This design comes from an exercise in tuning for small area on the open sky130 flow, not from production work. RTL that was checked went through simulation tests only; none was proved equivalent to the original. For runs 3, 4, 6 and 7, only the layout was checked, not whether the RTL still works. Power is estimated from default activity; no workload was simulated.

$ cat design/flow/standard.sh
#!/bin/bash
# synth_recipe.tcl (not shown) runs the flow's synth.tcl, then flattens the netlist and writes it again
# the make line also repeats each setting of config.mk as NAME=value (left out here)
make -C /OpenROAD-flow-scripts/flow DESIGN_CONFIG=/design/flow/config.mk WORK_HOME=/design/flow/orfs CLKGATE_MAP_FILE= SYNTH_SCRIPT=/design/flow/synth_recipe.tcl "${@:-finish}"
$ cat design/flow/design.v
`timescale 1ns / 1ps
module debug_controller #(
    parameter BAUD = 625000,  
    parameter CLK_RATE = 10,  
    parameter TIMEOUT  = 1    
    )(
    input logic clk,
    input logic rst,
    input logic srx,
    output logic stx,
    input logic [31:0] pc,
    input logic mcu_busy,
    input logic [31:0] d_rd,
    input logic error,
    output logic [31:0] d_in,
    output logic [31:0] addr,
    output logic pause,
    output logic resume,
    output logic reset,
    output logic reg_rd,
    output logic reg_wr,
    output logic mem_rd,
    output logic mem_wr,
    output logic [1:0] mem_size,
    output logic valid
);
    localparam R_IDLE  = 3'd0;
    localparam R_START = 3'd1;
    localparam R_DATA  = 3'd2;
    localparam R_STOP  = 3'd3;
    localparam R_CLEAN = 3'd4;
    logic       rxd1, rxd;
    logic [2:0] rs;
    logic [6:0] rc;
    logic [31:0] rxsr;       
    always_ff @(posedge clk) begin
        if (rst) begin
            rxd1 <= 1'b1;
            rxd  <= 1'b1;
        end
        else begin
            rxd1 <= srx;
            rxd  <= rxd1;
        end
    end
    always_ff @(posedge clk) begin
        if (rst) begin
            rs <= R_IDLE;
            rc <= 0;
        end
        else begin
            case (rs)
                R_IDLE: begin
                    rc <= 0;
                    if (!rxd) rs <= R_START;
                end
                R_START: begin
                    if (rc[2:0] == 3'd7) begin
                        rc <= 0;
                        rs <= rxd ? R_IDLE : R_DATA;
                    end
                    else rc <= rc + 1;
                end
                R_DATA: begin
                    rc <= rc + 1;
                    if (rc == 7'd127) rs <= R_STOP;
                end
                R_STOP: begin
                    rc <= rc + 1;
                    if (rc[3:0] == 4'd15) rs <= R_CLEAN;
                end
                default: rs <= R_IDLE;
            endcase
        end
    end
    always_ff @(posedge clk) begin
        if (rs == R_DATA && rc[3:0] == 4'd15)
            rxsr <= {rxd, rxsr[31:1]};
    end
    wire rx_dv = (rs == R_CLEAN);
    logic [1:0]  nb;
    logic        rdy;
    logic [20:0] ibt;
    wire ibt_hit = (ibt == 21'h1f0f7d);
    always_ff @(posedge clk) begin
        if (rst || rx_dv) ibt <= 21'd1;
        else              ibt <= {ibt[19:0], ibt[20] ^ ibt[18]};
    end
    always_ff @(posedge clk) begin
        if (rst) begin
            nb  <= 0;
            rdy <= 0;
        end
        else begin
            rdy <= rx_dv && (nb == 2'd3);
            if (rx_dv)        nb <= nb + 1;
            else if (ibt_hit) nb <= 0;
        end
    end
    wire [31:0] rxw = {rxsr[7:0], rxsr[15:8], rxsr[23:16], rxsr[31:24]};
    localparam S_WAIT_CMD   = 4'd0;
    localparam S_ECHO_CMD   = 4'd1;
    localparam S_WAIT_ADDR  = 4'd2;
    localparam S_ECHO_ADDR  = 4'd3;
    localparam S_WAIT_DATA  = 4'd4;
    localparam S_ECHO_DATA  = 4'd5;
    localparam S_CTRLR      = 4'd6;
    localparam S_SEND_DATA  = 4'd7;
    localparam S_SEND_ERROR = 4'd8;
    localparam S_PROG_RCV   = 4'd9;
    localparam S_PROG_WR    = 4'd10;
    logic [3:0]  ss;
    logic [31:0] r_addr, r_d_in;
    logic [3:0]  r_cmd;
    logic        s_valid;
    logic [1:0]  r_ec;
    logic        cbusy;       
    logic [7:0]  tr;
    logic [5:0]  th;
    logic        txb;         
    logic [31:0] txsr;        
    wire s_cnt   = (ss == S_WAIT_ADDR) || (ss == S_WAIT_DATA) || (ss == S_PROG_RCV);
    wire tr_wrap = (tr == 8'd161);
    wire to_wait = (th == 6'd61) && (tr == 8'd119);    
    wire to_prog = (th == 6'd61) && (tr == 8'd118);    
    wire ld_echo = rdy && (((ss == S_WAIT_CMD) && (rxw[3:0] != 4'hF)) ||
                           (ss == S_WAIT_ADDR) || (ss == S_WAIT_DATA));
    wire ld_cmd  = (ss == S_WAIT_CMD);
    wire ld_d    = (ss == S_CTRLR) && !cbusy && !s_valid;
    wire ld_e    = (ss == S_SEND_DATA) && !txb;
    wire tx_load = ld_echo || ld_d || ld_e;
    wire tx_shift = txb && (tr[3:0] == 4'd15) && (tr[7:4] != 4'd0) && (tr[7:4] <= 4'd8);
    always_ff @(posedge clk) begin
        if (tx_load) begin
            tr <= 8'd159;
            th <= 0;
        end
        else if (rst || !(s_cnt || txb)) begin
            tr <= 0;
            th <= 0;
        end
        else begin
            tr <= tr_wrap ? 8'd0 : tr + 1;
            th <= th + tr_wrap;
        end
    end
    always_ff @(posedge clk) begin
        if (rst)                              txb <= 0;
        else if (tx_load)                     txb <= 1;
        else if (th == 6'd4 && tr == 8'd160)  txb <= 0;
    end
    always_ff @(posedge clk) begin
        if (ld_echo)
            txsr <= ld_cmd ? {4'b0, rxsr[27:24], 24'b0} : rxsr;
        else if (ld_d)
            txsr <= {d_rd[7:0], d_rd[15:8], d_rd[23:16], d_rd[31:24]};
        else if (ld_e)
            txsr <= {6'b0, r_ec, 24'b0};
        else if (tx_shift)
            txsr <= {1'b0, txsr[31:1]};
    end
    always_ff @(posedge clk) begin
        if (rst) stx <= 1'b1;
        else     stx <= !txb || ((tr[7:4] != 4'd0) && ((tr[7:4] > 4'd8) || txsr[0]));
    end
    always_ff @(posedge clk) begin
        if (rst) begin
            ss      <= S_WAIT_CMD;
            s_valid <= 0;
            r_addr  <= 0;
            r_d_in  <= 0;
            r_cmd   <= 0;
        end
        else begin
            case (ss)
                S_WAIT_CMD: begin
                    if (rdy) begin
                        if (rxw[3:0] == 4'hF) begin
                            ss     <= S_PROG_RCV;
                            r_cmd  <= 4'hC;
                            r_addr <= 0;
                        end
                        else begin
                            r_cmd <= rxw[3:0];
                            ss    <= S_ECHO_CMD;
                        end
                    end
                end
                S_ECHO_CMD:  if (!txb) ss <= S_WAIT_ADDR;
                S_WAIT_ADDR: begin
                    if (rdy) begin
                        r_addr <= rxw;
                        ss     <= S_ECHO_ADDR;
                    end
                    else if (to_wait) ss <= S_WAIT_CMD;
                end
                S_ECHO_ADDR: if (!txb) ss <= S_WAIT_DATA;
                S_WAIT_DATA: begin
                    if (rdy) begin
                        r_d_in <= rxw;
                        ss     <= S_ECHO_DATA;
                    end
                    else if (to_wait) ss <= S_WAIT_CMD;
                end
                S_ECHO_DATA: begin
                    if (!txb) begin
                        ss      <= S_CTRLR;
                        s_valid <= 1;
                    end
                end
                S_CTRLR: begin
                    s_valid <= 0;
                    if (!cbusy && !s_valid) ss <= S_SEND_DATA;
                end
                S_SEND_DATA:  if (!txb) ss <= S_SEND_ERROR;
                S_SEND_ERROR: if (!txb) ss <= S_WAIT_CMD;
                S_PROG_RCV: begin
                    if (rdy) begin
                        r_d_in  <= rxw;
                        s_valid <= 1;
                        ss      <= S_PROG_WR;
                    end
                    else if (to_prog) ss <= S_WAIT_CMD;
                end
                S_PROG_WR: begin
                    s_valid <= 0;
                    r_addr  <= r_addr + 4;
                    ss      <= S_PROG_RCV;
                end
                default: ss <= S_WAIT_CMD;
            endcase
        end
    end
    assign addr = r_addr;
    assign d_in = r_d_in;
    localparam FN_PAUSE        = 4'h1;
    localparam FN_RESUME       = 4'h2;
    localparam FN_RESET        = 4'h4;
    localparam FN_MEM_RD_BYTE  = 4'h6;
    localparam FN_MEM_RD_WORD  = 4'h7;
    localparam FN_REG_RD       = 4'h8;
    localparam FN_BR_PT_ADD    = 4'h9;
    localparam FN_BR_PT_RM     = 4'hA;
    localparam FN_MEM_WR_BYTE  = 4'hB;
    localparam FN_MEM_WR_WORD  = 4'hC;
    localparam FN_REG_WR       = 4'hD;
    logic        c_wait;      
    logic        c_err;
    logic        mcu_paused;
    logic        bp_en;
    logic        ms1;
    logic [13:0] ct;          
    wire c_to = (ct == 14'h11bb);    
    logic [7:0]  bpv;
    logic [31:0] bpa [8];
    logic        bp_hit;
    logic        bp_free;
    logic [2:0]  bp_slot;
    always_comb begin
        bp_hit = 0;
        for (int i = 0; i < 8; i++)
            if (bpv[i] && (bpa[i] == pc)) bp_hit = 1;
    end
    always_comb begin
        bp_free = 0;
        bp_slot = 0;
        for (int i = 7; i >= 0; i--) begin
            if (!bpv[i]) begin
                bp_free = 1;
                bp_slot = i[2:0];
            end
        end
    end
    wire c_cmd  = !c_wait && s_valid;
    wire bp_add = c_cmd && (r_cmd == FN_BR_PT_ADD) && bp_free;
    wire bp_rm  = c_cmd && (r_cmd == FN_BR_PT_RM) && (r_addr[31:3] == 0);
    always_ff @(posedge clk) begin
        if (rst) bpv <= 0;
        else begin
            if (bp_add) bpv[bp_slot] <= 1'b1;
            if (bp_rm)  bpv[r_addr[2:0]] <= 1'b0;
        end
    end
    always_ff @(posedge clk) begin
        for (int i = 0; i < 8; i++)
            if (bp_add && bp_slot == i) bpa[i] <= r_addr;
    end
    always_ff @(posedge clk) begin
        if (!c_wait) ct <= 14'd1;
        else         ct <= {ct[12:0], ct[13] ^ ct[12]};
    end
    always_ff @(posedge clk) begin
        if (rst) begin
            pause      <= 0;
            reset      <= 0;
            resume     <= 0;
            valid      <= 0;
            reg_rd     <= 0;
            mem_rd     <= 0;
            reg_wr     <= 0;
            mem_wr     <= 0;
            ms1        <= 1;
            c_err      <= 0;
            mcu_paused <= 0;
            cbusy      <= 0;
            bp_en      <= 1;
            c_wait     <= 0;
        end
        else if (!c_wait) begin
            if (s_valid) begin
                cbusy <= 1;
                case (r_cmd)
                    FN_PAUSE: begin
                        pause      <= 1;
                        valid      <= 1;
                        mcu_paused <= 1;
                        c_wait     <= 1;
                    end
                    FN_RESUME: begin
                        resume     <= 1;
                        valid      <= 1;
                        bp_en      <= 1;
                        mcu_paused <= 0;
                        c_wait     <= 1;
                    end
                    FN_RESET: begin
                        reset      <= 1;
                        valid      <= 1;
                        mcu_paused <= 0;
                    end
                    FN_BR_PT_ADD, FN_BR_PT_RM: ;
                    FN_MEM_RD_WORD: begin
                        mem_rd <= 1;
                        ms1    <= 1;
                        valid  <= 1;
                        c_wait <= 1;
                    end
                    FN_MEM_WR_WORD: begin
                        mem_wr <= 1;
                        ms1    <= 1;
                        valid  <= 1;
                        c_wait <= 1;
                    end
                    FN_MEM_RD_BYTE: begin
                        mem_rd <= 1;
                        ms1    <= 0;
                        valid  <= 1;
                        c_wait <= 1;
                    end
                    FN_MEM_WR_BYTE: begin
                        mem_wr <= 1;
                        ms1    <= 0;
                        valid  <= 1;
                        c_wait <= 1;
                    end
                    FN_REG_RD: begin
                        reg_rd <= 1;
                        valid  <= 1;
                        c_wait <= 1;
                    end
                    FN_REG_WR: begin
                        reg_wr <= 1;
                        valid  <= 1;
                        c_wait <= 1;
                    end
                    default: begin
                        reg_wr <= 0;
                        mem_wr <= 0;
                    end
                endcase
            end
            else if (!mcu_paused && bp_hit && bp_en) begin
                pause      <= 1;
                valid      <= 1;
                mcu_paused <= 1;
                bp_en      <= 0;
                c_wait     <= 1;
            end
            else begin
                pause  <= 0;
                resume <= 0;
                reset  <= 0;
                mem_rd <= 0;
                mem_wr <= 0;
                reg_rd <= 0;
                reg_wr <= 0;
                valid  <= 0;
                cbusy  <= 0;
            end
        end
        else begin
            valid <= 0;
            if (!mcu_busy) begin
                pause  <= 0;
                resume <= 0;
                reset  <= 0;
                mem_rd <= 0;
                mem_wr <= 0;
                reg_rd <= 0;
                reg_wr <= 0;
                c_err  <= 0;
                c_wait <= 0;
            end
            else if (c_to) begin
                c_err  <= 1;
                c_wait <= 0;
            end
        end
    end
    assign mem_size = {ms1, 1'b0};
    always_ff @(posedge clk) begin
        if (rst) r_ec <= 0;
        else begin
            if (s_valid) r_ec <= 2'd0;
            if (c_err)   r_ec <= 2'd2;
            if (error)   r_ec <= 2'd1;
        end
    end
endmodule  
$ cat design/flow/config.mk
export PLATFORM = sky130hd
export DESIGN_NAME = debug_controller
export DESIGN_NICKNAME = debug_controller
export VERILOG_FILES = /design/flow/design.v
export SDC_FILE = /design/flow/constraint.sdc
export NUM_CORES = 4
export LEC_CHECK = 0
export CAP_MARGIN = 20
export CORE_MARGIN = 2
export CORE_UTILIZATION = 40
export SLEW_MARGIN = 20
$ cat design/flow/constraint.sdc
create_clock -name core_clock -period 7.0 [get_ports {clk}]
set_input_delay 1.4000 -clock core_clock [delete_from_list [all_inputs] [get_ports {clk}]]
set_output_delay 1.4000 -clock core_clock [all_outputs]
set_load 0.01 [all_outputs]
$ cat design/flow/flow/run.sh
#!/bin/bash
set -euo pipefail
export BUFFER_PORTS_ARGS="-buffer_cell sky130_fd_sc_hd__buf_1"
export CTS_ARGS="-sink_clustering_enable -repair_clock_nets -dont_use_dummy_load -buf_list {sky130_fd_sc_hd__clkbuf_4 sky130_fd_sc_hd__clkbuf_8}"
bash standard.sh > flow.log 2>&1
==> impl_metrics.env, run 1 <==
export IMPL_status="timing/DRC/antenna clean"
export IMPL_cts_sinks=483
export IMPL_synth_warning_count=2
export IMPL_syn_area_per_cell_um2=11.6
export IMPL_clk_path_buf_depth=3
export IMPL_cts_buffers_inserted=82
export IMPL_hold_path_startpoint="rxd1"
export IMPL_synth_yosys_seq_area_share_pct=61.6
export IMPL_fin_skew_ps=61.8
export IMPL_grt_max_degree=83
export IMPL_fin_ws_ps=3010
export IMPL_path_clk_slew_ps=60
export IMPL_dieHeight_um=233
export IMPL_tns_ps=0
export IMPL_grt_pass1_wl_um=90400
export IMPL_drt_total_wl_um=60300
export IMPL_final_cell_mix="edfxtp_1 (320), xnor2_1 (213), nand2_1 (174)"
export IMPL_place_hpwl_um=40300
export IMPL_r2r_end="txsr[21]"
export IMPL_overflow=0
export IMPL_gr_usage_met2_pct=36.4
export IMPL_cts_setup_buffers=0
export IMPL_r2r_slack_ps=3370
export IMPL_tightest_slew_ps=952
export IMPL_syn_inst=1796
export IMPL_worstSetupPathType="in2reg"
export IMPL_start_util_pct=40.6
export IMPL_synth_ff_type="edfxtp_1"
export IMPL_worstPathCellList="buf_1, xnor2_1, nand4_1, nor4_1, nand4_1, o22ai_1, o41ai_2, buf_4, o211a_1, o221a_1"
export IMPL_synthesis_area_um2=20900
export IMPL_met1_usage_pct=30.2
export IMPL_synth_edf_count=320
export IMPL_synth_cell_types=73
export IMPL_antenna_found_initial=1
export IMPL_synth_area_leaders="edfxtp_1 (46%), dfxtp_1 (16%), xnor2_1 (8.9%)"
export IMPL_pwr_density_cell_nw_per_um2=239
export IMPL_drtIter0Drc=1345
export IMPL_dp_cells=2555
export IMPL_grt_use_total_pct=22.4
export IMPL_setup_viol=0
export IMPL_grt_use_met3_pct=4.40
export IMPL_power_leakage_nw=7.61
export IMPL_cts_tree="built"
export IMPL_rsz0062_at_grt="false"
export IMPL_critPathRequiredTime_ps=7530
export IMPL_cap_violations=0
export IMPL_slew_viol_final=0
export IMPL_busiest_layer="met2"
export IMPL_maxSlewHeadroom_pct=36.5
export IMPL_path_max_fanout=8
export IMPL_io_buffers=142
export IMPL_cp_arrival_ps=4520
export IMPL_hold_class="reg2reg"
export IMPL_peakVddDrop_v=0.000102
export IMPL_holdPathStages=1
export IMPL_insertion_delay_ps=670
export IMPL_synth_async_sr_flop_share_pct=0
export IMPL_syn2layout_area_growth_pct=11.6
export IMPL_grt_pass1_vias=14353
export IMPL_core_area_um2=51500
export IMPL_viasPerCell=5.59
export IMPL_drc_errors=0
export IMPL_crit_top_cell="nand4_1"
export IMPL_io_pins=144
export IMPL_dieArea_um2=54100
export IMPL_path_buf_inv=2
export IMPL_cp_top_family="simple AND/OR/NAND/NOR gates"
export IMPL_ys_seq_elements=483
export IMPL_antenna_left=0
export IMPL_syn_nets=1886
export IMPL_post_route_period_util_pct=57.0
export IMPL_cts_root_buf="clkbuf_8"
export IMPL_max_freq_mhz=251
export IMPL_fin_util_pct=45.3
export IMPL_reg2reg_from="ss[1]"
export IMPL_ctsHoldBuffers=0
export IMPL_layoutNonFillerInstCount=2638
export IMPL_hold_path_end="rxd"
export IMPL_gp_congestion=0.924
export IMPL_first_pass_iters=6
export IMPL_synth_top_area_share_pct=46.0
export IMPL_period_needed_ps=3990
export IMPL_post_cts_resized=0
export IMPL_mostFrequentLayoutCell="edfxtp_1"
export IMPL_vias=14740
export IMPL_finalNetCount=2049
export IMPL_place_worst_setup_slack_ps=2450
export IMPL_start_kind="input pin"
export IMPL_r2r_cells=8
export IMPL_end_kind="flop"
export IMPL_hold_viol=0
export IMPL_cp_slowest_cell="nor4_1"
export IMPL_row_count=83
export IMPL_synth_top_cell_by_area="edfxtp_1"
export IMPL_wl_per_cell_um=22.8
export IMPL_layout_drive_gt1_share_pct=7.46
export IMPL_die_x_um=233
export IMPL_htreeDepth=3
export IMPL_max_stage_delay_ps=810
==> layer usage <==
layer | wire [um] | part of all wire [%] | up-vias
met3 | 4590 | 7.6 | 92
met2 | 28800 | 48 | 608
met1 | 25400 | 42 | 7297
met5 | 0 | 0 | -
li1 | - | - | 6743
met4 | 1500 | 2.5 | 0
==> cells in the mapped netlist (4+ instances only) <==
| library cell | number |
|---|---|
| a211oi_1 | 10 |
| a21oi_1 | 125 |
| a22oi_1 | 8 |
| a31oi_1 | 10 |
| and2_1 | 21 |
| and3_1 | 70 |
| and4_1 | 4 |
| buf_1 | 5 |
| buf_2 | 34 |
| clkbuf_1 | 62 |
| dfxtp_1 | 163 |
| edfxtp_1 | 320 |
| ha_1 | 21 |
| inv_1 | 24 |
| mux2i_1 | 4 |
| nand2_1 | 174 |
| nand2b_1 | 7 |
| nand3_1 | 41 |
| nand4_1 | 65 |
| nand4b_1 | 5 |
| nor2_1 | 101 |
| nor2b_1 | 9 |
| nor3_1 | 34 |
| nor3b_1 | 8 |
| nor4_1 | 34 |
| o211a_1 | 5 |
| o21a_1 | 9 |
| o21ai_0 | 66 |
| o22ai_1 | 7 |
| o31ai_1 | 5 |
| or2_2 | 5 |
| xnor2_1 | 213 |
| xor2_1 | 68 |
==> worst max-delay path by stage <==
stage,slack (ps),to,cells past startpoint,startpoint
floorplan,3770,mem_wr,9,pc[14]
global placement,2410,mem_wr,10,pc[22]
detailed placement,2450,mem_wr,10,pc[22]
CTS,3130,mem_wr,10,pc[22]
global route,2990,tr[1],9,ss[2]
finish,3010,mem_wr,10,pc[22]
==> where the power goes <==
| part | internal [mW] | switching, mW | leakage (nW) |
|---|---|---|---|
| sequential | 3.04 | 0.0597 | 4.26 |
| clock | 1.03 | 1.01 | 0.590 |
| combinational | 0.162 | 0.274 | 2.76 |
| total | 4.23 | 1.34 | 7.61 |
==> cell families after synthesis <==
group,after synthesis,synth area share [%]
flip-flops,483,61.6
XOR/XNOR,281,11.8
adder cells (fa/ha/maj),22,1.30
AND/OR/NAND/NOR,594,14.4
buffers and inverters,128,2.54
other,1,0.0179
multiplexers,4,0.192
AO/OA/AOI/OAI,283,8.17
==> final cells by class <==
cell class,instances,area [um^2]
well taps,680,851
clock buffers,82,1130
inverters,24,90.1
multi-input cells,1185,7530
diodes,1,2.50
fillers,4847,28200
repair buffers,183,845
flip-flops and latches,483,12900
==> registers in the layout, indices dropped and copies added (netlist names), 6 cells and up <==
register  count
bpa         256
r_addr       32
r_d_in       32
rxsr         32
txsr         32
ibt          21
ct           14
bpv           8
tr            8
rc            7
th            6
==> through the flow <==
stage          hold WS (ps)  area (um^2)  power, mW
2_1_floorplan           389        20900       3.47
3_3_place_gp            403        22200       3.58
3_5_place_dp            400        22200       3.59
4_1_cts                 422        23300       5.62
5_1_grt                 460        23300       5.80
6_report                417        23300       5.58
==> inputs of run 2 (changes only) <==
==> design/flow/run.sh (new file) <==
#!/bin/bash
# synth_recipe.tcl (not shown) runs the flow's synth.tcl, then flattens the netlist and writes it again
# the make line also repeats each setting of config.mk as NAME=value (left out here)
make -C /OpenROAD-flow-scripts/flow DESIGN_CONFIG=/design/flow/config.mk WORK_HOME=/design/flow/orfs CLKGATE_MAP_FILE= SYNTH_SCRIPT=/design/flow/synth_recipe.tcl finish
removed: design/flow/flow/run.sh
removed: design/flow/standard.sh
==> impl_metrics.env, run 2 <==
export IMPL_period_needed_ps=4320
export IMPL_dieHeight_um=233
export IMPL_synth_top_cell_by_area="edfxtp_1"
export IMPL_max_freq_mhz=232
export IMPL_cp_arrival_ps=4800
export IMPL_htreeDepth=2
export IMPL_start_util_pct=40.6
export IMPL_finalPower_mw=6.39
export IMPL_largest_reg_flops=256
export IMPL_nFillCells=4618
export IMPL_clk_path_buf_depth=3
export IMPL_synth_edf_count=320
export IMPL_final_cell_mix="edfxtp_1 (320), xnor2_1 (213), nand2_1 (174)"
export IMPL_power_leakage_nw=8.24
export IMPL_tightest_slew_ps=1130
export IMPL_place_hpwl_um=40100
export IMPL_syn_inst=1796
export IMPL_syn_nets=1886
export IMPL_peakVddDrop_v=0.000179
export IMPL_synth_yosys_seq_area_share_pct=61.6
export IMPL_synth_warning_count=2
export IMPL_drtIter0Drc=1356
export IMPL_synth_top_area_share_pct=46.0
export IMPL_vias=14604
export IMPL_mostFrequentLayoutCell="edfxtp_1"
export IMPL_pwr_density_cell_nw_per_um2=257
export IMPL_antenna_left=0
export IMPL_drt_total_wl_um=59800
export IMPL_grt_pass1_vias=14072
export IMPL_synth_ff_type="edfxtp_1"
export IMPL_grt_use_total_pct=22.2
export IMPL_post_cts_resized=0
export IMPL_viasPerCell=5.50
export IMPL_yosysMostFrequentCell="edfxtp_1"
export IMPL_syn_area_per_cell_um2=11.6
export IMPL_antennaDiodeCount=0
export IMPL_top_register="bpa"
export IMPL_maxSlewHeadroom_pct=23.8
export IMPL_hold_class="reg2reg"
export IMPL_gp_congestion=0.882
export IMPL_cts_sinks=483
export IMPL_finalNetCount=2021
export IMPL_synth_async_sr_flop_share_pct=0
export IMPL_core_area_um2=51500
export IMPL_slew_viol_final=0
export IMPL_path_max_fanout=8
export IMPL_end_kind="flop"
export IMPL_dieArea_um2=54100
export IMPL_rsz0062_at_grt="false"
export IMPL_synthesis_area_um2=20900
export IMPL_fin_skew_ps=14.5
export IMPL_cts_root_buf="clkbuf_16"
export IMPL_drc_errors=0
export IMPL_overflow=0
export IMPL_critPathRequiredTime_ps=7480
export IMPL_tns_ps=0
export IMPL_cts_buffers_inserted=51
export IMPL_cts_setup_buffers=0
export IMPL_syn2layout_area_growth_pct=18.9
export IMPL_start_kind="input pin"
export IMPL_status="timing/DRC/antenna clean"
export IMPL_path_clk_slew_ps=60
export IMPL_die_x_um=233
export IMPL_synth_cell_types=73
export IMPL_wl_per_cell_um=22.5
export IMPL_cts_tree="built"
export IMPL_antenna_found_initial=1
export IMPL_hold_viol=0
export IMPL_worstSetupPathType="in2reg"
export IMPL_cap_violations=0
export IMPL_synth_area_leaders="edfxtp_1 (46%), dfxtp_1 (16%), xnor2_1 (8.9%)"
export IMPL_synthTopCellsByCount="edfxtp_1 (320), xnor2_1 (213), nand2_1 (174), dfxtp_1 (163), a21oi_1 (125)"
export IMPL_ys_seq_elements=483
export IMPL_row_count=83
export IMPL_layout_drive_gt1_share_pct=7.55
export IMPL_io_buffers=142
export IMPL_insertion_delay_ps=600
export IMPL_grt_pass1_wl_um=89900
export IMPL_io_pins=144
export IMPL_setup_viol=0
export IMPL_ctsHoldBuffers=0
export IMPL_post_route_period_util_pct=61.7
export IMPL_grt_max_degree=79
export IMPL_first_pass_iters=7
[run 2: critical path, stage by stage]
cell and delay, ps:
clkdlybuf4s50_1 800, xnor2_1 360, nand4_1 250, nor4_1 820, nand4_1 180, o22ai_1 210, o41ai_2 250, o211a_1 300
o221a_1 210
[run 2: worst paths after layout]
| kind | to | slack, ps | startpoint | cells past startpoint |
|---|---|---|---|---|
| worst max-delay path | mem_wr | 2680 | pc[12] | 9 |
| worst max register to register | tr[4] | 3540 | ss[2] | 10 |
| worst min register to register | rxd | 420 | rxd1 | 1 |
| worst min-delay path | rxd | 420 | rxd1 | 1 |
[run 2: cells by family after synthesis]
group,Yosys count,synth area share (%)
multiplexers,4,0.192
adder cells (fa/ha/maj),22,1.30
XOR/XNOR,281,11.8
other,1,0.0179
flip-flops,483,61.6
AO/OA/AOI/OAI,283,8.17
buffers and inverters,128,2.54
AND/OR/NAND/NOR,594,14.4
[run 2: final cells by class]
cell class / instances / area, um^2 / area share [%]
inverters: 24 / 90.1 / 0.363
well taps: 680 / 851 / 3.42
clock buffers: 76 / 1560 / 6.26
repair buffers: 186 / 1750 / 7.04
multi-input cells: 1185 / 7520 / 30.3
flip-flops and latches: 483 / 12900 / 51.8
clock inverters: 19 / 204 / 0.821
[run 2: layer usage]
layer / track usage [%] / vias up / routed length, um
met1: 30.5 / 7240 / 25800
met5: 0 / - / 0
met2: 36.7 / 537 / 28700
li1: - / 6747 / -
met3: 3.13 / 80 / 3900
met4: 6.13 / 0 / 1390
[run 2: where the power goes]
group | leakage, nW | switching (mW) | internal (mW) | total (mW)
logic | 3.12 | 0.278 | 0.189 | 0.466
clock network | 0.862 | 1.14 | 1.68 | 2.82
registers | 4.26 | 0.0588 | 3.04 | 3.10
[run 2: metrics by stage]
stage               instances  cell area, um^2  setup slack (ps)  utilization, %  hold WS, ps
floorplan                1796            20900              3770               -          389
global placement         2558            23100              2130            44.8          406
detailed placement       2558            23100              2150            44.8          404
CTS                      2653            24800              2770            48.2          421
global route             2653            24800              2700            48.2          425
finish                   2653            24800              2680            48.2          418
==> inputs of run 3 (changes only) <==
--- a/design/flow/design.v
+++ b/design/flow/design.v
@@ -253,12 +253,18 @@
     wire c_to = (ct == 14'h11bb);    
     logic [7:0]  bpv;
-    logic [31:0] bpa [8];
+    logic [31:0] ring [8];
+    logic [2:0]  rot;
+    logic        pend;
+    logic [2:0]  pk;
     logic        bp_hit;
     logic        bp_free;
     logic [2:0]  bp_slot;
+    wire [15:0] vv    = {bpv, bpv} << rot;
+    wire [7:0]  vphys = vv[15:8];           
+    wire        ins   = pend && ((pk + rot) == 3'd7);
     always_comb begin
-        bp_hit = 0;
-        for (int i = 0; i < 8; i++)
-            if (bpv[i] && (bpa[i] == pc)) bp_hit = 1;
+        bp_hit = pend && (r_addr == pc);
+        for (int p = 0; p < 8; p++)
+            if (vphys[p] && (ring[p] == pc)) bp_hit = 1;
     end
     always_comb begin
@@ -276,13 +282,25 @@
     wire bp_rm  = c_cmd && (r_cmd == FN_BR_PT_RM) && (r_addr[31:3] == 0);
     always_ff @(posedge clk) begin
-        if (rst) bpv <= 0;
+        if (rst) begin
+            bpv  <= 0;
+            pend <= 0;
+            rot  <= 0;
+        end
         else begin
-            if (bp_add) bpv[bp_slot] <= 1'b1;
-            if (bp_rm)  bpv[r_addr[2:0]] <= 1'b0;
+            rot <= rot + 1;
+            if (bp_add) pend <= 1'b1;
+            if (ins) begin
+                pend     <= 1'b0;
+                bpv[pk]  <= 1'b1;
+            end
+            if (bp_rm) bpv[r_addr[2:0]] <= 1'b0;
         end
     end
     always_ff @(posedge clk) begin
-        for (int i = 0; i < 8; i++)
-            if (bp_add && bp_slot == i) bpa[i] <= r_addr;
+        if (bp_add) pk <= bp_slot;
+    end
+    always_ff @(posedge clk) begin
+        ring[0] <= ins ? r_addr : ring[7];
+        for (int p = 1; p < 8; p++) ring[p] <= ring[p-1];
     end
     always_ff @(posedge clk) begin
==> design/flow/flow/run.sh (new file) <==
#!/bin/bash
set -euo pipefail
export BUFFER_PORTS_ARGS="-buffer_cell sky130_fd_sc_hd__buf_1"
export CTS_ARGS="-sink_clustering_enable -repair_clock_nets -dont_use_dummy_load -sink_clustering_size 20 -sink_clustering_max_diameter 60 -buf_list {sky130_fd_sc_hd__clkbuf_8 sky130_fd_sc_hd__clkbuf_16}"
bash standard.sh > flow.log 2>&1
==> design/flow/standard.sh (new file) <==
#!/bin/bash
# synth_recipe.tcl (not shown) runs the flow's synth.tcl, then flattens the netlist and writes it again
# the make line also repeats each setting of config.mk as NAME=value (left out here)
make -C /OpenROAD-flow-scripts/flow DESIGN_CONFIG=/design/flow/config.mk WORK_HOME=/design/flow/orfs CLKGATE_MAP_FILE= SYNTH_SCRIPT=/design/flow/synth_recipe.tcl "${@:-finish}"
removed: design/flow/run.sh
==> impl_metrics.env, run 3 <==
export IMPL_antenna_left=0
export IMPL_power_frac_seq_pct=55.7
export IMPL_hold_viol=0
export IMPL_io_pins=144
export IMPL_antenna_found_initial=2
export IMPL_place_hpwl_um=41500
export IMPL_cap_violations=0
export IMPL_path_max_fanout=9
export IMPL_synthTopCellsByCount="dfxtp_1 (423), xor2_1 (295), nor2_1 (142), nand2_1 (89), nor4_1 (81)"
export IMPL_grt_pass1_vias=13363
export IMPL_finalPower_mw=5.29
export IMPL_cts_tree="built"
export IMPL_tightest_slew_ps=1150
export IMPL_setup_viol=0
export IMPL_grt_pass1_wl_um=83100
export IMPL_layoutNonFillerInstCount=2524
export IMPL_ctsHoldBuffers=0
export IMPL_p_clk_share_pct=36.0
export IMPL_row_count=80
export IMPL_core_area_um2=47800
export IMPL_mostFrequentLayoutCell="dfxtp_1"
export IMPL_post_cts_resized=0
export IMPL_fin_area_um2=21300
export IMPL_vias=13670
export IMPL_crit_top_cell="nor3_1"
export IMPL_drtIter0Drc=967
export IMPL_cts_buffers_inserted=38
export IMPL_status="timing/DRC/antenna clean"
export IMPL_start_kind="input pin"
export IMPL_antennaDiodeCount=0
export IMPL_worstPathCellList="buf_1, xor2_1, nor4_1, nand4_1, nor3_1, nor3_1, a311oi_2, nand2_2, a221o_1"
export IMPL_dp_cells=2486
export IMPL_cp_slowest_cell="nor4_1"
export IMPL_post_route_period_util_pct=59.5
export IMPL_finalNetCount=2001
export IMPL_syn2layout_area_growth_pct=9.55
export IMPL_rsz0062_at_grt="false"
export IMPL_critPathRequiredTime_ps=7430
export IMPL_maxSlewHeadroom_pct=22.8
export IMPL_peakVddDrop_v=0.000184
export IMPL_dieHeight_um=224
export IMPL_p_comb_share_pct=8.3
export IMPL_synth_async_sr_flop_share_pct=0
export IMPL_grt_max_degree=67
export IMPL_synth_top_cell_by_area="dfxtp_1"
export IMPL_synth_top_area_share_pct=43.6
export IMPL_cp_top_family="simple AND/OR/NAND/NOR gates"
export IMPL_clk_path_buf_depth=3
export IMPL_fin_util_pct=44.5
export IMPL_die_x_um=224
export IMPL_io_buffers=142
export IMPL_seqCellArea_um2=10500
export IMPL_power_internal_mw=3.99
export IMPL_gp_congestion=0.953
export IMPL_power_leakage_nw=8.04
export IMPL_dieArea_um2=50300
export IMPL_cts_sinks=490
export IMPL_wl_per_cell_um=21.9
export IMPL_synth_edf_count=67
export IMPL_swShare_pct=24.6
export IMPL_insertion_delay_ps=560
export IMPL_htreeDepth=2
export IMPL_drt_total_wl_um=55400
export IMPL_fin_skew_ps=38.0
export IMPL_cts_setup_buffers=0
export IMPL_cp_arrival_ps=4600
export IMPL_multi_input_area_um2=8350
export IMPL_synth_ff_type="dfxtp_1"
export IMPL_placed_area_um2=20300
export IMPL_synthesis_area_um2=19400
export IMPL_syn_area_per_cell_um2=10.6
export IMPL_nFillCells=4531
export IMPL_hold_class="reg2reg"
export IMPL_period_needed_ps=4160
export IMPL_largest_reg_flops=256
export IMPL_viasPerCell=5.42
export IMPL_final_cell_mix="dfxtp_1 (423), xor2_1 (295), buf_1 (141)"
export IMPL_fin_ws_ps=2840
export IMPL_path_clk_slew_ps=70
export IMPL_top_register="ring"
export IMPL_max_stage_delay_ps=990
export IMPL_slew_viol_final=0
export IMPL_start_util_pct=40.6
export IMPL_pwr_density_cell_nw_per_um2=249
export IMPL_synth_area_leaders="dfxtp_1 (44%), xor2_1 (13%), edfxtp_1 (10%)"
export IMPL_hold_ws_ps=334
export IMPL_path_buf_inv=1
export IMPL_yosysMostFrequentCell="dfxtp_1"
export IMPL_synth_cell_types=72
export IMPL_place_worst_setup_slack_ps=2430
export IMPL_power_switching_mw=1.30
export IMPL_drc_errors=0
export IMPL_overflow=0
export IMPL_first_pass_iters=5
export IMPL_end_kind="flop"
export IMPL_grt_use_total_pct=21.9
export IMPL_syn_inst=1835
export IMPL_synth_warning_count=2
export IMPL_ys_seq_elements=490
export IMPL_tns_ps=0
export IMPL_max_freq_mhz=240
export IMPL_layout_drive_gt1_share_pct=6.34
export IMPL_cts_root_buf="clkbuf_16"
export IMPL_worstSetupPathType="in2reg"
export IMPL_synth_yosys_seq_area_share_pct=54.0
export IMPL_syn_nets=1925
==> run 3: cell type report <==
cell class                 count  share of cell area, %
clock buffer                  38                   4.47
inverter                      17                  0.300
multi-input combinational   1205                   39.2
sequential                   490                   49.2
tap                          615                   3.62
timing repair buffer         159                   3.12
==> run 3: final timing paths <==
path	from	to	slack, ps	cells past startpoint
worst max-delay path	pc[25]	bp_en	2840	9
worst max register to register	ss[1]	txsr[9]	3340	7
worst min register to register	ring[1][9]	ring[2][9]	330	0
worst min-delay path	ring[1][9]	ring[2][9]	330	0
==> run 3: cells by family after synthesis <==
group / Yosys count / synth area share (%)
AND/OR/NAND/NOR: 528 / 13.8
buffers and inverters: 140 / 3.26
other: 1 / 0.0193
XOR/XNOR: 321 / 14.5
multiplexers: 84 / 5.06
flip-flops: 490 / 54.0
AO/OA/AOI/OAI: 249 / 7.98
adder cells (fa/ha/maj): 22 / 1.44
==> run 3: per-layer routing <==
metal,up-vias,GRT usage [%],part of all wire (%)
li1,6525,-,-
met1,6586,30.2,45
met2,466,33.3,44
met3,89,5.07,7.6
met4,4,8.40,3.4
met5,-,0,0.040
==> run 3: power groups by stage <==
stage	clock network [mW]	registers (mW)	logic, mW
2_1_floorplan	0	2.97	0.341
3_3_place_gp	0	3.01	0.432
3_5_place_dp	0	3.01	0.433
4_1_cts	1.95	2.95	0.436
5_1_grt	2.06	2.96	0.488
6_report	1.91	2.95	0.438
==> inputs of run 4 (changes only) <==
==> design/flow/flow/run.sh (replaced) <==
#!/bin/bash
set -euo pipefail
export BUFFER_PORTS_ARGS="-buffer_cell sky130_fd_sc_hd__buf_1"
export CTS_ARGS="-sink_clustering_enable -repair_clock_nets -dont_use_dummy_load -sink_clustering_size 30 -sink_clustering_max_diameter 100 -buf_list {sky130_fd_sc_hd__clkbuf_16}"
bash standard.sh > flow.log 2>&1
==> impl_metrics.env, run 4 <==
export IMPL_power_leakage_nw=7.83
export IMPL_synth_edf_count=67
export IMPL_antenna_left=0
export IMPL_drtIter0Drc=1074
export IMPL_post_route_period_util_pct=57.0
export IMPL_cp_slowest_cell="nor4_1"
export IMPL_start_util_pct=40.6
export IMPL_worstPathCellList="buf_1, xor2_1, nor4_1, nand4_1, nor3_1, nor3_1, a311oi_2, nand2_2, a221o_1"
export IMPL_die_x_um=224
export IMPL_syn_area_per_cell_um2=10.6
export IMPL_pwr_density_cell_nw_per_um2=230
export IMPL_finalPower_mw=4.79
export IMPL_worstSetupPathType="in2reg"
export IMPL_dieHeight_um=224
export IMPL_path_buf_inv=1
export IMPL_end_kind="flop"
export IMPL_peakVddDrop_v=0.000159
export IMPL_max_freq_mhz=251
export IMPL_syn_nets=1925
export IMPL_ctsHoldBuffers=0
export IMPL_path_max_fanout=9
export IMPL_synthesis_area_um2=19400
export IMPL_htreeDepth=1
export IMPL_synth_top_area_share_pct=43.6
export IMPL_tightest_slew_ps=1050
export IMPL_synth_ff_type="dfxtp_1"
export IMPL_ys_seq_elements=490
export IMPL_gp_congestion=0.953
export IMPL_layout_drive_gt1_share_pct=5.50
export IMPL_power_switching_mw=1.21
export IMPL_clk_path_buf_depth=3
export IMPL_hold_viol=0
export IMPL_slew_viol_final=0
export IMPL_yosysMostFrequentCell="dfxtp_1"
export IMPL_top_register="ring"
export IMPL_rsz0062_at_grt="false"
export IMPL_finalNetCount=1984
export IMPL_start_kind="input pin"
export IMPL_fin_util_pct=43.6
export IMPL_syn2layout_area_growth_pct=7.36
export IMPL_drt_total_wl_um=55100
export IMPL_synth_area_leaders="dfxtp_1 (44%), xor2_1 (13%), edfxtp_1 (10%)"
export IMPL_synthTopCellsByCount="dfxtp_1 (423), xor2_1 (295), nor2_1 (142), nand2_1 (89), nor4_1 (81)"
export IMPL_synth_async_sr_flop_share_pct=0
export IMPL_place_hpwl_um=41500
export IMPL_synth_cell_types=72
export IMPL_io_buffers=142
export IMPL_path_clk_slew_ps=110
export IMPL_grt_pass1_wl_um=82600
export IMPL_setup_viol=0
export IMPL_viasPerCell=5.40
export IMPL_hold_class="reg2reg"
export IMPL_first_pass_iters=5
export IMPL_cap_violations=0
export IMPL_crit_top_cell="nor3_1"
export IMPL_final_cell_mix="dfxtp_1 (423), xor2_1 (295), buf_1 (141)"
export IMPL_p_clk_share_pct=29.3
export IMPL_cts_sinks=490
export IMPL_cts_root_buf="clkbuf_16"
export IMPL_row_count=80
export IMPL_gr_usage_met2_pct=33.4
export IMPL_fin_skew_ps=38.8
export IMPL_cts_setup_buffers=0
export IMPL_synth_yosys_seq_area_share_pct=54.0
export IMPL_power_internal_mw=3.57
export IMPL_grt_max_degree=67
export IMPL_antenna_found_initial=2
export IMPL_met1_usage_pct=30.2
export IMPL_nFillCells=4568
export IMPL_grt_use_met3_pct=4.74
export IMPL_syn_inst=1835
export IMPL_core_area_um2=47800
export IMPL_p_comb_share_pct=9.1
export IMPL_tns_ps=0
export IMPL_grt_use_total_pct=21.6
export IMPL_power_frac_seq_pct=61.6
export IMPL_overflow=0
export IMPL_cp_arrival_ps=4450
export IMPL_io_pins=144
export IMPL_wl_per_cell_um=22.0
export IMPL_max_stage_delay_ps=760
export IMPL_synth_top_cell_by_area="dfxtp_1"
export IMPL_cts_buffers_inserted=21
export IMPL_cts_tree="built"
export IMPL_dieArea_um2=50300
export IMPL_swShare_pct=25.4
export IMPL_antennaDiodeCount=0
export IMPL_maxSlewHeadroom_pct=30.3
export IMPL_status="timing/DRC/antenna clean"
export IMPL_synth_warning_count=2
export IMPL_largest_reg_flops=256
export IMPL_mostFrequentLayoutCell="dfxtp_1"
export IMPL_period_needed_ps=3990
export IMPL_cp_top_family="simple AND/OR/NAND/NOR gates"
export IMPL_grt_pass1_vias=13227
export IMPL_busiest_layer="met2"
export IMPL_vias=13527
export IMPL_drc_errors=0
export IMPL_insertion_delay_ps=560
export IMPL_post_cts_resized=0
export IMPL_critPathRequiredTime_ps=7470
## run 4: cell counts after synthesis
No cell type changed its count.
## run 4: final cells by class
type,count,area [um^2],area share [%]
tap,615,769,3.69
inverter,17,63.8,0.306
clock buffer,21,526,2.52
timing repair buffer,159,664,3.19
multi-input combinational,1205,8350,40.0
sequential,490,10500,50.3
## run 4: kinds of logic after synthesis
| kind of cell | share of synthesized area, % |
|---|---|
| multiplexers | 5.06 |
| adder cells (fa/ha/maj) | 1.44 |
| AO/OA/AOI/OAI | 7.98 |
| buffers and inverters | 3.26 |
| flip-flops | 54.0 |
| AND/OR/NAND/NOR | 13.8 |
| XOR/XNOR | 14.5 |
| other | 0.0193 |
## run 4: worst paths after layout
path,from,end,slack [ps],cells after the start
worst max register to register,ss[1],txsr[15],3340,7
worst max-delay path,pc[16],bp_en,3010,9
worst min register to register,ring[1][4],ring[2][4],360,0
worst min-delay path,ring[1][4],ring[2][4],360,0
## run 4: power groups by stage
stage               Clock (mW)  Combinational (mW)  Sequential (mW)
floorplan                    0               0.341             2.97
global placement             0               0.432             3.01
detailed placement           0               0.433             3.01
CTS                       1.44               0.436             2.95
global route              1.54               0.488             2.96
finish                    1.40               0.437             2.95
## run 4: stage by stage
step | worst slack (ps) | cells | cell area [um^2] | hold slack [ps]
CTS | 2970 | 2507 | 20900 | 357
global route | 2910 | 2507 | 20900 | 354
global placement | 2370 | 2486 | 20300 | 350
finish | 3010 | 2507 | 20900 | 355
detailed placement | 2430 | 2486 | 20300 | 353
floorplan | 3370 | 1835 | 19400 | 349
## run 4: metal layers
metal | vias up | share of wire [%]
met5 | - | 0.049
met4 | 4 | 3.0
met3 | 73 | 7.1
met2 | 388 | 44
met1 | 6583 | 46
li1 | 6479 | -
==> inputs of run 5 (changes only) <==
--- a/design/flow/design.v
+++ b/design/flow/design.v
@@ -255,6 +255,4 @@
     logic [31:0] ring [8];
     logic [2:0]  rot;
-    logic        pend;
-    logic [2:0]  pk;
     logic        bp_hit;
     logic        bp_free;
@@ -262,7 +260,6 @@
     wire [15:0] vv    = {bpv, bpv} << rot;
     wire [7:0]  vphys = vv[15:8];           
-    wire        ins   = pend && ((pk + rot) == 3'd7);
     always_comb begin
-        bp_hit = pend && (r_addr == pc);
+        bp_hit = 0;
         for (int p = 0; p < 8; p++)
             if (vphys[p] && (ring[p] == pc)) bp_hit = 1;
@@ -279,26 +276,20 @@
     end
     wire c_cmd  = !c_wait && s_valid;
-    wire bp_add = c_cmd && (r_cmd == FN_BR_PT_ADD) && bp_free;
+    wire is_add = (r_cmd == FN_BR_PT_ADD);
+    wire bp_add = c_cmd && is_add && bp_free;
     wire bp_rm  = c_cmd && (r_cmd == FN_BR_PT_RM) && (r_addr[31:3] == 0);
+    wire ins    = is_add && bp_free && ((bp_slot + rot) == 3'd7);
     always_ff @(posedge clk) begin
         if (rst) begin
-            bpv  <= 0;
-            pend <= 0;
-            rot  <= 0;
+            bpv <= 0;
+            rot <= 0;
         end
         else begin
             rot <= rot + 1;
-            if (bp_add) pend <= 1'b1;
-            if (ins) begin
-                pend     <= 1'b0;
-                bpv[pk]  <= 1'b1;
-            end
-            if (bp_rm) bpv[r_addr[2:0]] <= 1'b0;
+            if (bp_add) bpv[bp_slot] <= 1'b1;
+            if (bp_rm)  bpv[r_addr[2:0]] <= 1'b0;
         end
     end
     always_ff @(posedge clk) begin
-        if (bp_add) pk <= bp_slot;
-    end
-    always_ff @(posedge clk) begin
         ring[0] <= ins ? r_addr : ring[7];
         for (int p = 1; p < 8; p++) ring[p] <= ring[p-1];
==> design/flow/flow/run.sh (replaced) <==
#!/bin/bash
set -euo pipefail
export BUFFER_PORTS_ARGS="-buffer_cell sky130_fd_sc_hd__buf_1"
export CTS_ARGS="-sink_clustering_enable -repair_clock_nets -dont_use_dummy_load -sink_clustering_size 25 -sink_clustering_max_diameter 80 -buf_list {sky130_fd_sc_hd__clkbuf_16}"
bash standard.sh > flow.log 2>&1
==> impl_metrics.env, run 5 <==
export IMPL_overflow=0
export IMPL_end_kind="flop"
export IMPL_fin_ws_ps=3250
export IMPL_synthesis_area_um2=19000
export IMPL_core_area_um2=46700
export IMPL_path_max_fanout=8
export IMPL_fin_area_um2=20500
export IMPL_drtIter0Drc=1056
export IMPL_synth_top_area_share_pct=44.6
export IMPL_synth_compound_area_share_pct=8.01
export IMPL_antenna_found_initial=1
export IMPL_hold_viol=0
export IMPL_vias=13159
export IMPL_htreeDepth=1
export IMPL_layout_drive_gt1_share_pct=5.69
export IMPL_cts_sinks=486
export IMPL_top_register="ring"
export IMPL_hold_class="reg2reg"
export IMPL_syn_nets=1877
export IMPL_synth_edf_count=64
export IMPL_start_util_pct=40.6
export IMPL_drt_total_wl_um=52000
export IMPL_synthMuxAreaShare_pct=5.14
export IMPL_slew_viol_final=0
export IMPL_rsz0062_at_grt="false"
export IMPL_drc_errors=0
export IMPL_cts_root_buf="clkbuf_16"
export IMPL_io_buffers=142
export IMPL_grt_max_degree=79
export IMPL_start_kind="input pin"
export IMPL_power_switching_mw=1.20
export IMPL_cp_slowest_cell="nor4_1"
export IMPL_power_frac_seq_pct=59.8
export IMPL_syn_area_per_cell_um2=10.6
export IMPL_multi_input_area_um2=8020
export IMPL_grt_use_total_pct=20.8
export IMPL_path_buf_inv=1
export IMPL_wl_per_cell_um=21.0
export IMPL_post_route_period_util_pct=53.5
export IMPL_layoutNonFillerInstCount=2470
export IMPL_worstPathCellList="buf_1, xor2_1, nor4_1, nand4_1, nor3_1, nor4_1, a2111o_1, a31o_2, nor2_1"
export IMPL_dieArea_um2=49200
export IMPL_post_cts_resized=0
export IMPL_first_pass_iters=21
export IMPL_hold_ws_ps=332
export IMPL_final_cell_mix="dfxtp_1 (422), xnor2_1 (143), xor2_1 (141), buf_1 (141), nor2_1 (134)"
export IMPL_cts_tree="built"
export IMPL_crit_top_cell="nor4_1"
export IMPL_pwr_density_cell_nw_per_um2=237
export IMPL_place_worst_setup_slack_ps=2670
export IMPL_power_leakage_nw=7.17
export IMPL_synth_yosys_seq_area_share_pct=54.7
export IMPL_max_freq_mhz=267
export IMPL_nFillCells=4494
export IMPL_finalNetCount=1953
export IMPL_row_count=79
export IMPL_p_comb_share_pct=8.9
export IMPL_cts_buffers_inserted=26
export IMPL_io_pins=144
export IMPL_grt_pass1_vias=12931
export IMPL_synth_async_sr_flop_share_pct=0
export IMPL_tightest_slew_ps=1020
export IMPL_seqCellArea_um2=10400
export IMPL_synth_top_family_by_area="simple AND/OR/NAND/NOR gates"
export IMPL_fin_util_pct=44.0
export IMPL_syn2layout_area_growth_pct=8.36
export IMPL_dieHeight_um=222
export IMPL_yosysMostFrequentCell="dfxtp_1"
export IMPL_fin_skew_ps=66.6
export IMPL_swShare_pct=24.7
export IMPL_ys_seq_elements=486
export IMPL_die_x_um=222
export IMPL_insertion_delay_ps=600
export IMPL_cap_violations=0
export IMPL_place_hpwl_um=38800
export IMPL_syn_inst=1788
export IMPL_ctsHoldBuffers=0
export IMPL_worstSetupPathType="in2reg"
export IMPL_synth_cell_types=67
export IMPL_max_stage_delay_ps=730
export IMPL_power_internal_mw=3.67
export IMPL_peakVddDrop_v=0.000199
export IMPL_viasPerCell=5.33
export IMPL_synth_simple_area_share_pct=14.4
export IMPL_gp_congestion=0.961
export IMPL_synth_area_leaders="dfxtp_1 (45%), edfxtp_1 (10%), xnor2_1 (6.6%)"
export IMPL_synth_top_cell_by_area="dfxtp_1"
export IMPL_synthXorXnorAreaFrac_pct=13.1
export IMPL_largest_reg_flops=256
export IMPL_cp_top_family="simple AND/OR/NAND/NOR gates"
export IMPL_path_clk_slew_ps=90
export IMPL_cts_setup_buffers=0
export IMPL_synth_ff_type="dfxtp_1"
export IMPL_grt_pass1_wl_um=79200
export IMPL_clk_path_buf_depth=3
export IMPL_setup_viol=0
export IMPL_tns_ps=0
export IMPL_status="timing/DRC/antenna clean"
export IMPL_finalPower_mw=4.87
export IMPL_p_clk_share_pct=31.3
export IMPL_antenna_left=0
export IMPL_maxSlewHeadroom_pct=32.2
export IMPL_period_needed_ps=3750
export IMPL_critPathRequiredTime_ps=7500
export IMPL_synth_warning_count=2
export IMPL_synthTopCellsByCount="dfxtp_1 (422), xnor2_1 (143), xor2_1 (141), nor2_1 (135), nand2_1 (108)"
export IMPL_cp_arrival_ps=4250
export IMPL_placed_area_um2=19900
export IMPL_mostFrequentLayoutCell="dfxtp_1"
export IMPL_dp_cells=2443
export IMPL_yosys_area_share_adder_pct=1.41
run 5: cell count changes after synthesis, sizes merged, moves of 8 or more:
cell   previous run  this run
buf              56        46
nand2            90       108
nand3            26        35
nand4            31        56
nor2            143       135
nor3             63        48
nor4             83        52
xnor2            26       143
xor2            295       141
run 5: metal layers:
metal / wire [um] / GRT usage (%) / vias to the layer above
li1: - / - / 6341
met1: 23700 / 29.2 / 6358
met2: 23900 / 33.7 / 403
met3: 3020 / 3.02 / 57
met4: 1300 / 5.56 / 0
met5: 0 / 0 / -
run 5: cell type report:
cell class,count,share of cell area [%]
antenna,1,0.0122
clock buffer,26,3.17
inverter,22,0.402
multi-input combinational,1170,39.0
sequential,486,50.5
tap,607,3.70
timing repair buffer,158,3.20
run 5: cell families after synthesis:
logic type / count (synthesis)
and+or+nand+nor: 539
DFF: 486
xor gates and xnor gates: 284
AOI/OAI and AO/OA: 242
buffers and inverters: 132
muxes: 83
adders and majority gates: 21
other: 1
run 5: final timing paths:
kind,from,endpoint,slack (ps),depth (start not counted)
setup / recovery,pc[16],reg_wr,3250,9
hold / removal,ring[1][7],ring[2][7],330,0
setup reg to reg,ss[3],txsr[13],3280,8
hold reg to reg,ring[1][7],ring[2][7],330,0
run 5: power groups by stage:
| stage | clock network [mW] | logic (mW) | registers [mW] |
|---|---|---|---|
| 2_1_floorplan | 0 | 0.364 | 2.93 |
| 3_3_place_gp | 0 | 0.430 | 2.98 |
| 3_5_place_dp | 0 | 0.431 | 2.98 |
| 4_1_cts | 1.56 | 0.434 | 2.91 |
| 5_1_grt | 1.66 | 0.480 | 2.92 |
| 6_report | 1.53 | 0.434 | 2.92 |
==> inputs of run 6 (changes only) <==
--- a/design/flow/design.v
+++ b/design/flow/design.v
@@ -150,13 +150,13 @@
         else if (th == 6'd4 && tr == 8'd160)  txb <= 0;
     end
+    wire [31:0] tx_rx  = rxsr & {{4{!ld_cmd}}, 4'hF, {24{!ld_cmd}}};
+    wire [31:0] tx_drd = {d_rd[7:0], d_rd[15:8], d_rd[23:16], d_rd[31:24]};
+    wire [31:0] tx_ec  = {6'b0, r_ec, 24'b0};
     always_ff @(posedge clk) begin
-        if (ld_echo)
-            txsr <= ld_cmd ? {4'b0, rxsr[27:24], 24'b0} : rxsr;
-        else if (ld_d)
-            txsr <= {d_rd[7:0], d_rd[15:8], d_rd[23:16], d_rd[31:24]};
-        else if (ld_e)
-            txsr <= {6'b0, r_ec, 24'b0};
-        else if (tx_shift)
-            txsr <= {1'b0, txsr[31:1]};
+        if (tx_load || tx_shift)
+            txsr <= ({32{ld_echo}}  & tx_rx) |
+                    ({32{ld_d}}     & tx_drd) |
+                    ({32{ld_e}}     & tx_ec) |
+                    ({32{tx_shift}} & {1'b0, txsr[31:1]});
     end
     always_ff @(posedge clk) begin
@@ -168,5 +168,4 @@
             ss      <= S_WAIT_CMD;
             s_valid <= 0;
-            r_addr  <= 0;
             r_d_in  <= 0;
             r_cmd   <= 0;
@@ -179,5 +178,4 @@
                             ss     <= S_PROG_RCV;
                             r_cmd  <= 4'hC;
-                            r_addr <= 0;
                         end
                         else begin
@@ -190,5 +188,4 @@
                 S_WAIT_ADDR: begin
                     if (rdy) begin
-                        r_addr <= rxw;
                         ss     <= S_ECHO_ADDR;
                     end
@@ -225,5 +222,4 @@
                 S_PROG_WR: begin
                     s_valid <= 0;
-                    r_addr  <= r_addr + 4;
                     ss      <= S_PROG_RCV;
                 end
@@ -232,4 +228,13 @@
         end
     end
+    wire        a_clr = (ss == S_WAIT_CMD) && rdy && (rxw[3:0] == 4'hF);
+    wire        a_ld  = (ss == S_WAIT_ADDR) && rdy;
+    wire        a_inc = (ss == S_PROG_WR);
+    wire [29:0] a_nx  = r_addr[31:2] + 30'd1;
+    always_ff @(posedge clk) begin
+        if (rst || a_clr)  r_addr <= 0;
+        else if (a_ld)     r_addr <= rxw;
+        else if (a_inc)    r_addr[31:2] <= a_nx;
+    end
     assign addr = r_addr;
     assign d_in = r_d_in;
==> impl_metrics.env, run 6 <==
export IMPL_dp_cells=2415
export IMPL_grt_max_degree=47
export IMPL_synthXorXnorAreaFrac_pct=13.2
export IMPL_synthesis_area_um2=18700
export IMPL_drc_errors=0
export IMPL_place_hpwl_um=39600
export IMPL_final_cell_mix="dfxtp_1 (422), xor2_1 (265), buf_1 (141)"
export IMPL_synthMuxAreaShare_pct=3.71
export IMPL_hold_path_startpoint="ring[1][11]"
export IMPL_hold_class="reg2reg"
export IMPL_setup_viol=0
export IMPL_fin_util_pct=44.0
export IMPL_vias=13131
export IMPL_worstPathCellList="buf_1, xor2_1, nor4_1, nand4_1, nor3_1, nor4_1, a21oi_1, nand3_1, a211o_1"
export IMPL_top_register="ring"
export IMPL_cts_sinks=486
export IMPL_crit_top_cell="nor4_1"
export IMPL_dieArea_um2=48600
export IMPL_power_frac_seq_pct=62.0
export IMPL_first_pass_iters=8
export IMPL_grt_pass1_vias=12922
export IMPL_grt_use_total_pct=21.5
export IMPL_synth_async_sr_flop_share_pct=0
export IMPL_power_internal_mw=3.56
export IMPL_power_switching_mw=1.00
export IMPL_reg2reg_from="bpv[6]"
export IMPL_max_stage_delay_ps=760
export IMPL_io_buffers=142
export IMPL_finalNetCount=1926
export IMPL_grt_pass1_wl_um=78500
export IMPL_synth_compound_area_share_pct=8.52
export IMPL_cap_violations=0
export IMPL_swShare_pct=22.0
export IMPL_synth_yosys_seq_area_share_pct=55.4
export IMPL_finalPower_mw=4.57
export IMPL_cp_top_family="simple AND/OR/NAND/NOR gates"
export IMPL_fin_skew_ps=38.1
export IMPL_maxSlewHeadroom_pct=43.0
export IMPL_p_clk_share_pct=34.1
export IMPL_critPathRequiredTime_ps=7460
export IMPL_antenna_found_initial=4
export IMPL_syn2layout_area_growth_pct=8.94
export IMPL_io_pins=144
export IMPL_worstSetupPathType="in2reg"
export IMPL_tns_ps=0
export IMPL_start_kind="input pin"
export IMPL_ctsHoldBuffers=0
export IMPL_drt_total_wl_um=52700
export IMPL_row_count=79
export IMPL_pwr_density_cell_nw_per_um2=224
export IMPL_core_area_um2=46400
export IMPL_viasPerCell=5.37
export IMPL_crit_path_start="pc[9]"
export IMPL_largest_reg_flops=256
export IMPL_rsz0062_at_grt="false"
export IMPL_power_leakage_nw=7.87
export IMPL_insertion_delay_ps=580
export IMPL_synth_ff_type="dfxtp_1"
export IMPL_slew_viol_final=0
export IMPL_htreeDepth=1
export IMPL_synth_top_family_by_area="simple AND/OR/NAND/NOR gates"
export IMPL_grt_use_met3_pct=3.37
export IMPL_syn_area_per_cell_um2=10.6
export IMPL_p_comb_share_pct=3.9
export IMPL_gp_congestion=0.933
export IMPL_gr_usage_met2_pct=36.1
export IMPL_synth_area_leaders="dfxtp_1 (45%), xor2_1 (12%), edfxtp_1 (10%)"
export IMPL_clk_path_buf_depth=3
export IMPL_peakVddDrop_v=0.000213
export IMPL_syn_inst=1762
export IMPL_cts_buffers_inserted=27
export IMPL_drtIter0Drc=1026
export IMPL_wl_per_cell_um=21.6
export IMPL_cp_slowest_cell="nor4_1"
export IMPL_post_route_period_util_pct=58.5
export IMPL_dieHeight_um=220
export IMPL_post_cts_resized=0
export IMPL_met1_usage_pct=28.1
export IMPL_max_freq_mhz=244
export IMPL_cp_arrival_ps=4550
export IMPL_synth_simple_area_share_pct=14.3
export IMPL_cts_root_buf="clkbuf_16"
export IMPL_syn_nets=1851
export IMPL_hold_viol=0
export IMPL_start_util_pct=40.4
export IMPL_path_buf_inv=1
export IMPL_synth_top_area_share_pct=45.1
export IMPL_synthTopCellsByCount="dfxtp_1 (422), xor2_1 (265), nand2_1 (131), a21oi_1 (99), nor2_1 (88)"
export IMPL_die_x_um=220
export IMPL_layoutNonFillerInstCount=2444
export IMPL_ys_seq_elements=486
export IMPL_busiest_layer="met2"
export IMPL_path_max_fanout=8
export IMPL_synth_edf_count=64
export IMPL_yosys_area_share_adder_pct=1.43
export IMPL_path_clk_slew_ps=90
export IMPL_period_needed_ps=4090
export IMPL_synth_cell_types=75
export IMPL_synth_warning_count=2
export IMPL_layout_drive_gt1_share_pct=6.05
export IMPL_cts_tree="built"
export IMPL_mostFrequentLayoutCell="dfxtp_1"
export IMPL_overflow=0
export IMPL_yosysMostFrequentCell="dfxtp_1"
export IMPL_tightest_slew_ps=848
export IMPL_status="timing/DRC/antenna clean"
export IMPL_cts_setup_buffers=0
export IMPL_antenna_left=0
export IMPL_end_kind="flop"
export IMPL_synth_top_cell_by_area="dfxtp_1"
-- run 6: cell types whose count changed after synthesis, moves of 20 or more --
cell      change
a21oi_1      +31
a222oi_1     +32
a22oi_1      -26
buf_4        -20
clkbuf_1     +24
inv_1        +28
mux2i_1      -28
nand2_1      +23
nand4_1      -30
nor2_1       -47
nor4_1       +31
o21ai_0      -24
xnor2_1     -126
xor2_1      +124
-- run 6: cells by family after synthesis --
family	count (synthesis)
AOI/OAI and AO/OA	247
xor gates and xnor gates	282
adders and majority gates	21
buffers and inverters	162
DFF	486
muxes	55
other	1
and+or+nand+nor	508
-- run 6: path summary, 6_finish.rpt --
path                               endpoint  slack, ps  cells past startpoint
worst min-delay path            ring[2][11]        350                      0
worst min register to register  ring[2][11]        350                      0
worst max register to register   ring[0][7]       3680                     12
worst max-delay path                  bp_en       2910                      9
-- run 6: area by class of cell --
type                            count  area, um^2
Inverter                           50         188
Timing Repair Buffer              158         654
Antenna cell                        2        5.00
Clock buffer                       27         676
Fill cell                        4394       25900
Multi-Input combinational cell   1114        7760
Tap cell                          607         759
Sequential cell                   486       10400
-- run 6: through the flow --
step           setup slack [ps]  cell area, um^2  hold slack, ps
2_1_floorplan              3570            18700             349
4_1_cts                    3060            20400             346
6_report                   2910            20400             350
3_5_place_dp               2470            19700             354
5_1_grt                    2940            20400             352
3_3_place_gp               2470            19700             351
-- run 6: metal layers --
metal / up-vias / part of all wire [%]
li1: 6277 / -
met1: 6415 / 44
met2: 363 / 48
met3: 74 / 5.1
met4: 2 / 3.4
met5: - / 0.021
-- run 6: power groups by stage --
stage	Combinational (mW)	Sequential (mW)	Clock [mW]
finish	0.180	2.83	1.56
floorplan	0.128	2.89	0
CTS	0.181	2.83	1.60
global placement	0.179	2.90	0
global route	0.193	2.83	1.69
detailed placement	0.179	2.90	0
==> inputs of run 7 (changes only) <==
--- a/design/flow/design.v
+++ b/design/flow/design.v
@@ -231,5 +231,13 @@
     wire        a_ld  = (ss == S_WAIT_ADDR) && rdy;
     wire        a_inc = (ss == S_PROG_WR);
-    wire [29:0] a_nx  = r_addr[31:2] + 30'd1;
+    logic [29:0] a_nx;
+    logic [30:0] a_cy;
+    always_comb begin
+        a_cy[0] = 1'b1;
+        for (int i = 0; i < 30; i++) begin
+            a_nx[i]   = r_addr[i+2] ^ a_cy[i];
+            a_cy[i+1] = r_addr[i+2] & a_cy[i];
+        end
+    end
     always_ff @(posedge clk) begin
         if (rst || a_clr)  r_addr <= 0;
==> impl_metrics.env, run 7 <==
export IMPL_status="timing/DRC/antenna clean"
export IMPL_vias=12630
export IMPL_synthesis_area_um2=18600
export IMPL_synth_top_cell_by_area="dfxtp_1"
export IMPL_core_area_um2=45600
export IMPL_fin_skew_ps=42.9
export IMPL_gp_congestion=0.927
export IMPL_overflow=0
export IMPL_grt_pass1_wl_um=74000
export IMPL_final_cell_mix="dfxtp_1 (422), xor2_1 (263), buf_1 (141)"
export IMPL_drc_errors=0
export IMPL_synth_ff_type="dfxtp_1"
export IMPL_dieHeight_um=219
export IMPL_finalNetCount=1886
export IMPL_maxSlewHeadroom_pct=39.4
export IMPL_cts_tree="built"
export IMPL_wl_per_cell_um=21.0
export IMPL_period_needed_ps=5940
export IMPL_pwr_density_cell_nw_per_um2=228
export IMPL_antenna_found_initial=3
export IMPL_ys_seq_elements=486
export IMPL_antenna_left=0
export IMPL_synth_yosys_seq_area_share_pct=55.8
export IMPL_synth_cell_types=65
export IMPL_grt_use_total_pct=20.5
export IMPL_synth_async_sr_flop_share_pct=0
export IMPL_insertion_delay_ps=590
export IMPL_peakVddDrop_v=0.000200
export IMPL_drt_total_wl_um=49700
export IMPL_synthTopCellsByCount="dfxtp_1 (422), xor2_1 (263), nand2_1 (128), a21oi_1 (99), nor4_1 (74)"
export IMPL_max_stage_delay_ps=370
export IMPL_syn_inst=1687
export IMPL_start_util_pct=40.8
export IMPL_clk_path_buf_depth=3
export IMPL_finalPower_mw=4.60
export IMPL_grt_pass1_vias=12194
export IMPL_setup_viol=0
export IMPL_synth_warning_count=2
export IMPL_post_cts_resized=0
export IMPL_end_kind="flop"
export IMPL_synth_area_leaders="dfxtp_1 (45%), xor2_1 (12%), edfxtp_1 (10%)"
export IMPL_tns_ps=0
export IMPL_cts_root_buf="clkbuf_16"
export IMPL_tightest_slew_ps=908
export IMPL_dieArea_um2=48200
export IMPL_yosysMostFrequentCell="dfxtp_1"
export IMPL_cap_violations=0
export IMPL_viasPerCell=5.33
export IMPL_row_count=78
export IMPL_drtIter0Drc=1136
export IMPL_place_hpwl_um=37800
export IMPL_rsz0062_at_grt="false"
export IMPL_cp_arrival_ps=6380
export IMPL_layout_drive_gt1_share_pct=5.15
export IMPL_path_max_fanout=7
export IMPL_first_pass_iters=7
export IMPL_ctsHoldBuffers=0
export IMPL_cts_setup_buffers=0
export IMPL_grt_max_degree=43
export IMPL_power_leakage_nw=7.93
export IMPL_syn2layout_area_growth_pct=8.62
export IMPL_nFillCells=4348
export IMPL_syn_nets=1803
export IMPL_mostFrequentLayoutCell="dfxtp_1"
export IMPL_critPathRequiredTime_ps=7450
export IMPL_post_route_period_util_pct=84.8
export IMPL_slew_viol_final=0
export IMPL_die_x_um=219
export IMPL_path_clk_slew_ps=100
export IMPL_worstSetupPathType="reg2reg"
export IMPL_io_buffers=142
export IMPL_hold_viol=0
export IMPL_largest_reg_flops=256
export IMPL_crit_top_cell="ha_1"
export IMPL_cts_buffers_inserted=26
export IMPL_top_register="ring"
export IMPL_start_kind="flop"
export IMPL_htreeDepth=1
export IMPL_cts_sinks=486
export IMPL_cp_slowest_cell="dfxtp_1"
export IMPL_synth_top_area_share_pct=45.5
export IMPL_synth_edf_count=64
export IMPL_max_freq_mhz=168
export IMPL_hold_class="reg2reg"
export IMPL_syn_area_per_cell_um2=11.0
export IMPL_io_pins=144
## run 7: cell count changes after synthesis, moves of 8 or more
cell,before,now
a221oi_1,11,0
a22oi_1,7,32
buf_2,16,32
clkbuf_1,86,57
ha_1,19,46
mux4_1,0,8
mux4_2,8,0
nor2_1,88,59
nor2b_1,8,16
o21ai_0,45,27
## run 7: power breakdown
part	internal, mW	leakage, nW	switching (mW)	total [mW]
logic	0.0777	3.68	0.140	0.218
clock network	0.661	0.320	0.867	1.53
registers	2.82	3.92	0.0321	2.86
## run 7: layer usage
layer  wire (um)  share of wire, %  GRT usage, %  vias to the layer above
met5          10             0.020             0                        -
met4        1860               3.7          7.34                        2
met3        2700               5.4          3.22                       81
met2       23200                47          33.3                      370
met1       22000                44          27.5                     6146
li1            -                 -             -                     6031
## run 7: through the flow
stage	hold slack (ps)	instances	utilization, %	setup WS (ps)	instance area [um^2]
after floorplan	349	1687	-	1360	18600
after global placement	351	2341	42.8	1170	19500
after detailed placement	353	2342	42.8	1050	19500
after CTS	352	2368	44.3	1030	20200
after global routing	347	2369	44.3	775	20200
final	347	2369	44.3	1060	20200
## run 7: final cells by class
type | instances | area, um^2 | share of cell area [%]
Sequential cell | 486 | 10400 | 51.4
Clock buffer | 26 | 651 | 3.22
Multi-Input combinational cell | 1050 | 7570 | 37.5
Tap cell | 600 | 751 | 3.72
Inverter | 51 | 191 | 0.949
Timing Repair Buffer | 155 | 639 | 3.17
Antenna cell | 1 | 2.50 | 0.0124
## run 7: worst max-delay path: cells and delay by family, from the launching register on
family / cells / cell delay [ps]
compound gates: 2 / 250
fa+ha+maj: 28 / 5200
flops: 1 / 370
## run 7: final timing paths
check	startpoint	depth (start not counted)	to	slack (ps)
hold / removal	ring[1][31]	0	ring[2][31]	350
setup / recovery	r_addr[2]	30	r_addr[30]	1060
setup reg to reg	r_addr[2]	30	r_addr[30]	1060
hold reg to reg	ring[1][31]	0	ring[2][31]	350
## run 7: cell families (layout without fill, tap and decap cells)
family	after synthesis	in the layout	synth area share, %
xor gates and xnor gates	281	281	13.2
muxes	52	52	3.72
other	1	2	0.0202
DFF	486	486	55.8
adders and majority gates	48	48	3.26
buffers and inverters	151	232	3.61
AOI/OAI and AO/OA	234	234	8.29
and+or+nand+nor	434	434	12.0
